Background: an optimization exercise with open tools, aiming at small area. Do not read the settings as production practice.
RTL that was checked went through simulation tests only; none was proved equivalent to the original.

==> job 8010: inputs <==
==> flow/design.v (excerpt) <==
module crc_sequencer
                    (
                        input wire i_clk,
                        input wire i_nreset,
                        input wire i_reg_apb_psel,
                        input wire i_reg_apb_penable,
                        input wire i_reg_apb_pwrite,
                        input wire [9:0] i_reg_apb_paddr,
                        input wire [31:0] i_reg_apb_pwdata,
                        output wire o_reg_apb_pready,
                        output wire [31:0] o_reg_apb_prdata,
                        input wire i_crc_req_valid,
                        input wire [crc_sequencer_pkg::CRC_REQ_WITDH-1:0] i_crc_req_data,
                        output wire o_crc_req_ready,
                        input wire i_crc_done_ready,
                        output wire [crc_sequencer_pkg::CRC_RSP_WITDH-1:0] o_crc_done_data,
                        output wire o_crc_done_valid,
                        input wire i_crc_param_done_valid,
                        input wire [crc_sequencer_pkg::CRC_PARAM_RSP_WITDH-1:0] i_crc_param_done_data,
                        output wire o_crc_param_done_ready,
                        output wire o_crc_param_valid,
                        output wire [crc_sequencer_pkg::CRC_PARAM_REQ_WITDH-1:0] o_crc_param_data,
                        input wire i_crc_param_ready,
                        output wire o_int
                    );
Settings: LEC_CHECK=0, CAP_MARGIN=20, CORE_MARGIN=2, CORE_UTILIZATION=65, CTS_BUF_LIST=sky130_fd_sc_hd__clkbuf_8, CTS_CLUSTER_DIAMETER=100, CTS_CLUSTER_SIZE=30, SLEW_MARGIN=20, SYNTH_MEMORY_MAX_BITS=16384; clock period 10.0 ns.
run.sh (not shown) runs the stock make flow with config.mk's settings and CLKGATE_MAP_FILE= SYNTH_SCRIPT=/design/flow/synth_recipe.tcl, a recipe that flattens the netlist after the stock synthesis.
==> inputs of job 8222, as changes to job 8010 <==
--- a/flow/design.v
+++ b/flow/design.v
@@ -184,55 +184,83 @@
     wire [2:0] rsp_rpt  = i_crc_param_done_data[26:24];
     wire       to_err   = (|rsp_code) & (|rsp_rpt);
     reg [8*24-1:0] rsp_mem;
     reg [3:0]  rsp_head, rsp_tail;
     wire rsp_empty = (rsp_head == rsp_tail);
     wire rsp_full  = (rsp_head[2:0] == rsp_tail[2:0]) & (rsp_head[3] != rsp_tail[3]);
-    reg [32*157-1:0] err_mem;
-    reg [5:0]   err_head, err_tail;
-    wire err_empty = (err_head == err_tail);
-    wire err_full  = (err_head[4:0] == err_tail[4:0]) & (err_head[5] != err_tail[5]);
+    reg [32*158-1:0] err_mem;    
+    reg [5:0]   err_cnt;
+    reg         err_lag;
+    wire err_empty = (err_cnt == 6'h0);
+    wire err_full  = err_cnt[5];
     assign o_crc_param_done_ready = to_err ? ~err_full : ~rsp_full;
     wire rsp_accept = i_crc_param_done_valid & o_crc_param_done_ready;
     wire rsp_push   = rsp_accept & ~to_err;
     wire err_push   = rsp_accept & to_err;
     wire rsp_pop    = ~rsp_empty & i_crc_done_ready;
     wire err_pop    = err_pop_bit & ~err_empty;
     wire [23:0]  rsp_wd = {rsp_code, i_crc_param_done_data[23:8]};
-    reg err_ph;
+    wire [157:0] err_wc = {1'b0, i_crc_param_done_data};
+    wire       err_shift = err_lag & ~err_empty;
+    wire [5:0] err_cnt_n   = err_cnt + {5'h0, err_push} - {5'h0, err_pop};
+    wire       err_lag_n   = err_empty ? err_lag : err_pop;
+    wire       err_empty_n = (err_cnt_n == 6'h0);
+    wire       err_shift_n = err_lag_n & ~err_empty_n;
+    wire [4:0] err_wpos_n  = err_cnt_n[4:0] + {4'h0, err_lag_n & err_empty_n};
+    reg  [31:0] err_row_sel, err_row_h, err_row_s;
+    reg  [31:0] err_sel_n;
+    integer wi;
+    always @* begin
+        for (wi = 0; wi < 32; wi = wi + 1)
+            err_sel_n[wi] = (err_wpos_n == wi) & ~err_cnt_n[5];
+    end
     always @(posedge i_clk or negedge i_nreset)
-        if (!i_nreset) err_ph <= 1'b0;
-        else err_ph <= ~err_ph;
-    wire [156:0] err_wc = i_crc_param_done_data ^ {157{err_ph}};
+        if (!i_nreset) begin
+            err_row_sel <= 32'h1;
+            err_row_h   <= 32'hfffffffe;
+            err_row_s   <= 32'h0;
+        end else begin
+            err_row_sel <= err_sel_n;
+            err_row_h   <= ~err_sel_n & {32{~err_shift_n}};
+            err_row_s   <= ~err_sel_n & {32{err_shift_n}};
+        end
     generate
         for (gi = 0; gi < 8; gi = gi + 1) begin : g_rsp_row
             wire sel  = (rsp_head[2:0] == gi);
             wire hold = ~(sel & ~rsp_full);
             wire we   = sel & rsp_push;
             always @(posedge i_clk)
                 rsp_mem[gi*24 +: 24] <= (rsp_mem[gi*24 +: 24] & {24{hold}}) | (rsp_wd & {24{we}});
         end
         for (gi = 0; gi < 32; gi = gi + 1) begin : g_err_row
-            wire sel  = (err_head[4:0] == gi);
-            wire hold = ~(sel & ~err_full);
-            wire we   = sel & err_push;
+            wire h   = err_row_h[gi];
+            wire s   = err_row_s[gi];
+            wire w   = err_row_sel[gi] & err_push;
+            wire [157:0] nxt;
+            if (gi == 31) begin : g_last
+                assign nxt = 158'h0;
+            end else begin : g_mid
+                assign nxt = err_mem[(gi+1)*158 +: 158];
+            end
             always @(posedge i_clk)
-                err_mem[gi*157 +: 157] <= ~((err_mem[gi*157 +: 157] & {157{hold}}) | (err_wc & {157{we}}));
+                err_mem[gi*158 +: 158] <= ~((err_mem[gi*158 +: 158] & {158{h}}) |
+                                            (nxt & {158{s}}) |
+                                            (err_wc & {158{w}}));
         end
     endgenerate
     always @(posedge i_clk or negedge i_nreset)
         if (!i_nreset) begin
             rsp_head <= 4'h0;
             rsp_tail <= 4'h0;
-            err_head <= 6'h0;
-            err_tail <= 6'h0;
+            err_cnt  <= 6'h0;
+            err_lag  <= 1'b0;
         end else begin
             if (rsp_push) rsp_head <= rsp_head + 4'h1;
             if (rsp_pop)  rsp_tail <= rsp_tail + 4'h1;
-            if (err_push) err_head <= err_head + 6'h1;
-            if (err_pop)  err_tail <= err_tail + 6'h1;
+            err_cnt <= err_cnt + {5'h0, err_push} - {5'h0, err_pop};
+            if (~err_empty) err_lag <= err_pop;
         end
     assign o_crc_done_valid = ~rsp_empty;
     reg [23:0] rsp_rd;
     integer ri;
     always @* begin
         rsp_rd = 24'h0;
@@ -254,26 +282,20 @@
             prm_push_q <= prm_push;
             if (in_pop & ~rsp_accept) outstand <= outstand + 5'h1;
             else if (rsp_accept & ~in_pop) outstand <= outstand - 5'h1;
         end
     reg err_valid_q;    
     reg err_shown;      
-    reg err_shift;      
     always @(posedge i_clk or negedge i_nreset)
         if (!i_nreset) begin
             err_valid_q <= 1'b0;
             err_shown   <= 1'b0;
-            err_shift   <= 1'b0;
         end else begin
             err_valid_q <= ~err_empty;
-            if (~err_empty) begin
-                err_shown <= 1'b1;
-                err_shift <= err_pop;
-            end
+            if (~err_empty) err_shown <= 1'b1;
         end
-    wire [4:0]   err_rd_idx = err_tail[4:0] - {4'h0, err_shift};
     wire act_event = prm_pop | err_pop;
     reg       act_q;
     reg [4:0] act_cnt;
     reg       idle_q;
     wire      crc_idle = &act_cnt;
     always @(posedge i_clk or negedge i_nreset)
@@ -322,29 +344,20 @@
     wire sel_w6  = (apb_idx == 8'd6);
     wire sel_w7  = (apb_idx == 8'd7);
     wire sel_w8  = (apb_idx == 8'd8);
     wire sel_w9  = (apb_idx == 8'd9);
     wire sel_w10 = (apb_idx == 8'd10);
     wire sel_w11 = (apb_idx == 8'd11);
-    reg [31:0] err_rd;
-    reg [31:0] err_e_sel;
-    integer ei;
-    always @* begin
-        err_rd = 32'h0;
-        for (ei = 0; ei < 32; ei = ei + 1) begin
-            err_e_sel[ei] = err_shown & (err_rd_idx == ei);
-            err_rd = err_rd
-                   | ({24'h0, err_mem[ei*157 +: 8]}     & {32{err_e_sel[ei] & sel_w6}})
-                   | (err_mem[ei*157 + 93  +: 32]       & {32{err_e_sel[ei] & sel_w7}})
-                   | (err_mem[ei*157 + 125 +: 32]       & {32{err_e_sel[ei] & sel_w8}})
-                   | (err_mem[ei*157 + 59  +: 32]       & {32{err_e_sel[ei] & sel_w9}})
-                   | (err_mem[ei*157 + 27  +: 32]       & {32{err_e_sel[ei] & sel_w10}})
-                   | ({11'h0, err_mem[ei*157 + 8 +: 16], err_mem[ei*157 + 24 +: 3], err_mem[ei*157 + 91 +: 2]}
-                                                        & {32{err_e_sel[ei] & sel_w11}});
-        end
-    end
+    wire [156:0] e0 = err_mem[156:0];
+    wire         e0_inv = err_mem[157];
+    wire [31:0] err_rd = ({24'h0, e0[7:0]} & {32{sel_w6}})
+                       | (e0[124:93] & {32{sel_w7}})
+                       | (e0[156:125] & {32{sel_w8}})
+                       | (e0[90:59] & {32{sel_w9}})
+                       | (e0[58:27] & {32{sel_w10}})
+                       | ({11'h0, e0[23:8], e0[26:24], e0[92:91]} & {32{sel_w11}});
     wire [31:0] err_rd_mask = {32{err_shown}} &
                               ({24'h0, {8{sel_w6}}} | {32{sel_w7 | sel_w8 | sel_w9 | sel_w10}} | {11'h0, {21{sel_w11}}});
     reg [31:0] rd_mux;
     always @* begin
         rd_mux = 32'h0;
         case (apb_idx)
@@ -358,13 +371,13 @@
             8'd12: rd_mux[1:0]  = int_en;
             8'd13: rd_mux[1:0]  = int_status;
             8'd14: rd_mux       = cfg_data_ba;
             8'd15: rd_mux       = cfg_crc_ba;
             default: rd_mux = 32'h0;
         endcase
-        rd_mux = rd_mux | ((err_rd ^ {32{err_ph}}) & err_rd_mask);
+        rd_mux = rd_mux | ((err_rd ^ {32{e0_inv}}) & err_rd_mask);
     end
     reg [31:0] rdata_q;
     always @(posedge i_clk or negedge i_nreset)
         if (!i_nreset) rdata_q <= 32'h0;
         else rdata_q <= apb_rd ? rd_mux : 32'h0;
     assign o_reg_apb_prdata = rdata_q;
Settings changed: CELL_PAD_IN_SITES_DETAIL_PLACEMENT set to 1, CELL_PAD_IN_SITES_GLOBAL_PLACEMENT set to 1, CORE_UTILIZATION 65 to 40, CTS_BUF_LIST sky130_fd_sc_hd__clkbuf_8 to unset, CTS_CLUSTER_DIAMETER 100 to unset, CTS_CLUSTER_SIZE 30 to unset, PLACE_DENSITY set to 0.55.
==> summary of the runs <==
Job 8010 did not get past global routing. Job 8222 produced a clean layout.
Of job 8222 and job 8010, job 8010 has the higher synthesized cell count (gap 21%, measured against job 8010).
Of job 8222 and job 8010, job 8010 has the higher synthesized area (gap about 5.3%, measured against job 8010).
==> figures <==
	job 8010	job 8222
Run status	stopped before the end	no timing/DRC/antenna violations
Stage where the flow stopped	global routing	-
Number of placed instances with taps included	24,500	21,700
GPL Wtd Cong	1.21	0.860
Gate count after technology mapping	20,900	16,500
Buffer cell driving the clock tree root	sky130_fd_sc_hd__clkbuf_8	sky130_fd_sc_hd__clkbuf_16
TritonCTS sink count	5,981	6,101
Post-synthesis register bit count	5,981	6,101
Cell area after synthesis	218,000 µm²	207,000 µm²
Xor-xnor portion of the synthesized cell area	1.06%	0.203%
Die width	584 µm	723 µm
Leading cell type by number of instances after synthesis	sky130_fd_sc_hd__a22oi_1	sky130_fd_sc_hd__dfxtp_1
Count of different cell masters after synthesis	89	92
Function not checked in job 8010: the RTL went through the layout flow alone.

what the ideal ports hide:
No port has a modelled driver above. Below, the same layout with a new extraction and two added sets of constraints. Step 1 (the two cells are an assumption about what drives the block):
set clk [get_ports {i_clk}]
set_driving_cell -lib_cell sky130_fd_sc_hd__clkbuf_16 $clk
set_driving_cell -lib_cell sky130_fd_sc_hd__buf_2 [delete_from_list [all_inputs] $clk]
Step 2 adds t to the input delays and takes it off the output delays; t is the mean of the earliest and latest rising clock arrival at the registers after step 1. Input paths then give back, and output paths get back, about the clock's delay inside the block. a / b / c = no drivers / after step 1 / after step 2; a / b = the first two.
run: job 8222
t, ns: 1.220
setup slack, ns: 2.529 / 2.630 / 1.409
hold slack, ns: 0.392 / 0.392 / 0.392
slew at the worst register clock pin (ns): 0.07 / 0.07
worst slew at a driven data input, ns: 0.35
After both steps job 8222 still meets setup and hold. For job 8222, drivers alone change the setup slack by +0.101 ns; drivers and shift together by -1.120 ns.
